This design comes from an exercise in tuning for a short achievable clock period and few clock cycles on the open sky130 flow, not from production work. The RTL was checked by simulation tests, not by an equivalence proof against the original design.

## job 794
Design control_unit, start of the top module:
module control_unit #(parameter IK = 6) (
    input  wire        clk,
    input  wire        rst,
    input  wire        button1,
    output wire        mem_en,
    output wire        mem_we,
    output wire [9:0]  mem_addr,
    output wire [31:0] mem_wdata,
    input  wire [31:0] mem_rdata,
    output wire        halted
);
    reg        halt;
    reg        btn_dly;
    reg [31:0] sp;
    reg [31:0] R [0:15];
    reg [9:0]  flo;
    reg [21:0] fhi;
    reg        fpend;
    reg [5:0]  fimm6;
    reg        fc10;
    reg        fetch_ok;
    reg        f_valid;    
    reg        f_cache;    
    reg        f_fill;     
    reg [31:0] f_pc;
    reg [31:0] c_word;
    localparam IN = 1 << IK;
    reg [31:0]   ic_d [0:IN-1];
    reg [9-IK:0] ic_t [0:IN-1];
    reg [IN-1:0] ic_v;
    reg [31:0] ras [0:3];
    reg [1:0]  ras_p;
    reg        qv0, qv1, qv2;
    reg [31:0] qw0, qw1, qw2;
    reg [31:0] qp0, qp1, qp2;
    reg        e_mem, e_we, e_stk;
    reg [9:0]  e_addr;
    reg [31:0] e_wdata;
    reg        e_rwe, e_load, e_ldsp, e_ret;
    reg [3:0]  e_rd;
    reg [31:0] e_a, e_b;
    reg        e_cin;
  ...
Size in the first run: about 4,100 flip-flops, ~80 I/O pins, ~200,000 µm² of cells after synthesis.
Settings: LEC_CHECK=0, CAP_MARGIN=20, CORE_MARGIN=2, CORE_UTILIZATION=40, PLACE_DENSITY=0.6, SLEW_MARGIN=20; clock period 19.0 ns.
run.sh (not shown) runs the stock make flow with config.mk's settings and CLKGATE_MAP_FILE= SYNTH_SCRIPT=/design/flow/synth_recipe.tcl, a recipe that flattens the netlist after the stock synthesis.
Testbench counts of job 794, summed over its fixed seeds: cycles 46,218.
Edits applied to the flow inputs when going from job 794 to job 2010:
==> flow/flow/run.sh (new file) <==
#!/bin/bash
# Own flow: the standard layout (standard synthesis, same SDC and
# period), with ORFS's timing repair asked to leave a larger setup margin.
set -euo pipefail
bash standard.sh SETUP_SLACK_MARGIN=12 finish > standard_run.log 2>&1
==> flow/standard.sh (new file) <==
#!/bin/bash
# synth_recipe.tcl (not shown) runs the flow's synth.tcl, then flattens the netlist and writes it again
# the make line also repeats each setting of config.mk as NAME=value (left out here)
make -C /OpenROAD-flow-scripts/flow DESIGN_CONFIG=/design/flow/config.mk WORK_HOME=/design/flow/orfs CLKGATE_MAP_FILE= SYNTH_SCRIPT=/design/flow/synth_recipe.tcl "${@:-finish}"
removed: flow/run.sh
==> notes.md <==
Job 2010 ran to completion and came out clean on the timing, design-rule and antenna checks.
Taking job 2010 as 1.0, job 794 lands at 0.935 on number of DRC markers after the initial detailed-route iteration.
Worst setup path endpoint = fhi[20]$_SDFF_PP0_: job 2010; worst setup path endpoint = fetch_ok$_SDFF_PP1_: job 794
Between job 794 and job 2010, the sequential share of layout area does not differ in any meaningful way.
Summary of job 2010 over job 794: core outline area held; count of instances resized after the clock tree is built went up 72.

---

control_unit, a different RTL version from the one above (not shown whole).
For scale: roughly 80 I/O pins.
clock: 19.0 ns
lec_check: 0
cap_margin: 20
core_margin: 2
core_utilization: 40
place_density: 0.6
slew_margin: 20
standard.sh (not shown) runs the stock make flow with config.mk's settings and CLKGATE_MAP_FILE= SYNTH_SCRIPT=/design/flow/synth_recipe.tcl, a recipe that flattens the netlist after the stock synthesis.
==> flow/flow/run.sh <==
#!/bin/bash
# Own flow: the standard layout (the standard synthesis, unchanged, and
# the same SDC and period). Two changes after synthesis: ORFS's timing repair
# aims for a larger setup margin, and the port buffers start as buf_4.
set -euo pipefail
bash standard.sh synth > synth_run.log 2>&1
bash standard.sh SETUP_SLACK_MARGIN=14 'BUFFER_PORTS_ARGS=-buffer_cell sky130_fd_sc_hd__buf_4' finish > layout_run.log 2>&1
The starting point finished but fails on capacitance limit, slew limit.
Testbench counts at the start, summed over its fixed seeds: cycles 44,592.
==> next run, changes <==
==> flow/flow/run.sh (replaced) <==
#!/bin/bash
# Own flow: the standard layout (the standard synthesis, unchanged, and
# the same SDC and period). Changes after synthesis: ORFS's timing repair
# aims for a larger setup margin (without gate cloning), and the port
# buffers start as buf_4.
set -euo pipefail
bash standard.sh synth > synth_run.log 2>&1
bash standard.sh SETUP_SLACK_MARGIN=14 SKIP_GATE_CLONING=1 CAP_MARGIN=30 SLEW_MARGIN=30 'BUFFER_PORTS_ARGS=-buffer_cell sky130_fd_sc_hd__buf_4' finish > layout_run.log 2>&1
- CAP_MARGIN: 20 -> 30
- CORE_UTILIZATION: 40 -> 50
- PLACE_DENSITY: 0.6 -> 0.65
- SLEW_MARGIN: 20 -> 30
- With this change the flow finished clean
- core utilization increases by 11 points
- cell area shrinks by 1.8%
- sequential cell count is unchanged
- global-route usage is higher by 7.2 points
- die area decreases by 20%

==> separate check: timing with driven ports <==
The flow's constraints put no driver on any port. The routed layouts listed below were extracted and timed again, unchanged, in two steps.
Step 1 (the two cells are an assumption about what drives the block):
set clk [get_ports {clk}]
set_driving_cell -lib_cell sky130_fd_sc_hd__clkbuf_16 $clk
set_driving_cell -lib_cell sky130_fd_sc_hd__buf_2 [delete_from_list [all_inputs] $clk]
Step 2 adds t to the input delays and takes it off the output delays; t is the mean of the earliest and latest rising clock arrival at the registers after step 1. Input paths then give back, and output paths get back, about the clock's delay inside the block.
a / b / c = no drivers / after step 1 / after step 2; a / b = the first two.
run | shift t [ns] | slack for setup (ns) | worst setup path after step 2 | worst data-port slew with drivers (ns) | pins driven straight from the clock port
job 794 | 1.144 | 10.240 / 10.240 / 10.155 | input to register | 0.24 | 1
job 2010 | 1.156 | 11.961 / 11.890 / 10.820 | input to register | 0.28 | 1
the first run of note 2 | 1.166 | 13.441 / 13.404 / 12.277 | input to register | 0.36 | 1
the second run of note 2 | 1.158 | 13.459 / 13.415 / 12.457 | input to register | 0.37 | 1
The setup slack of the first run of note 2, which loses most, moves by -0.037 ns with the drivers and by -1.164 ns with both steps.
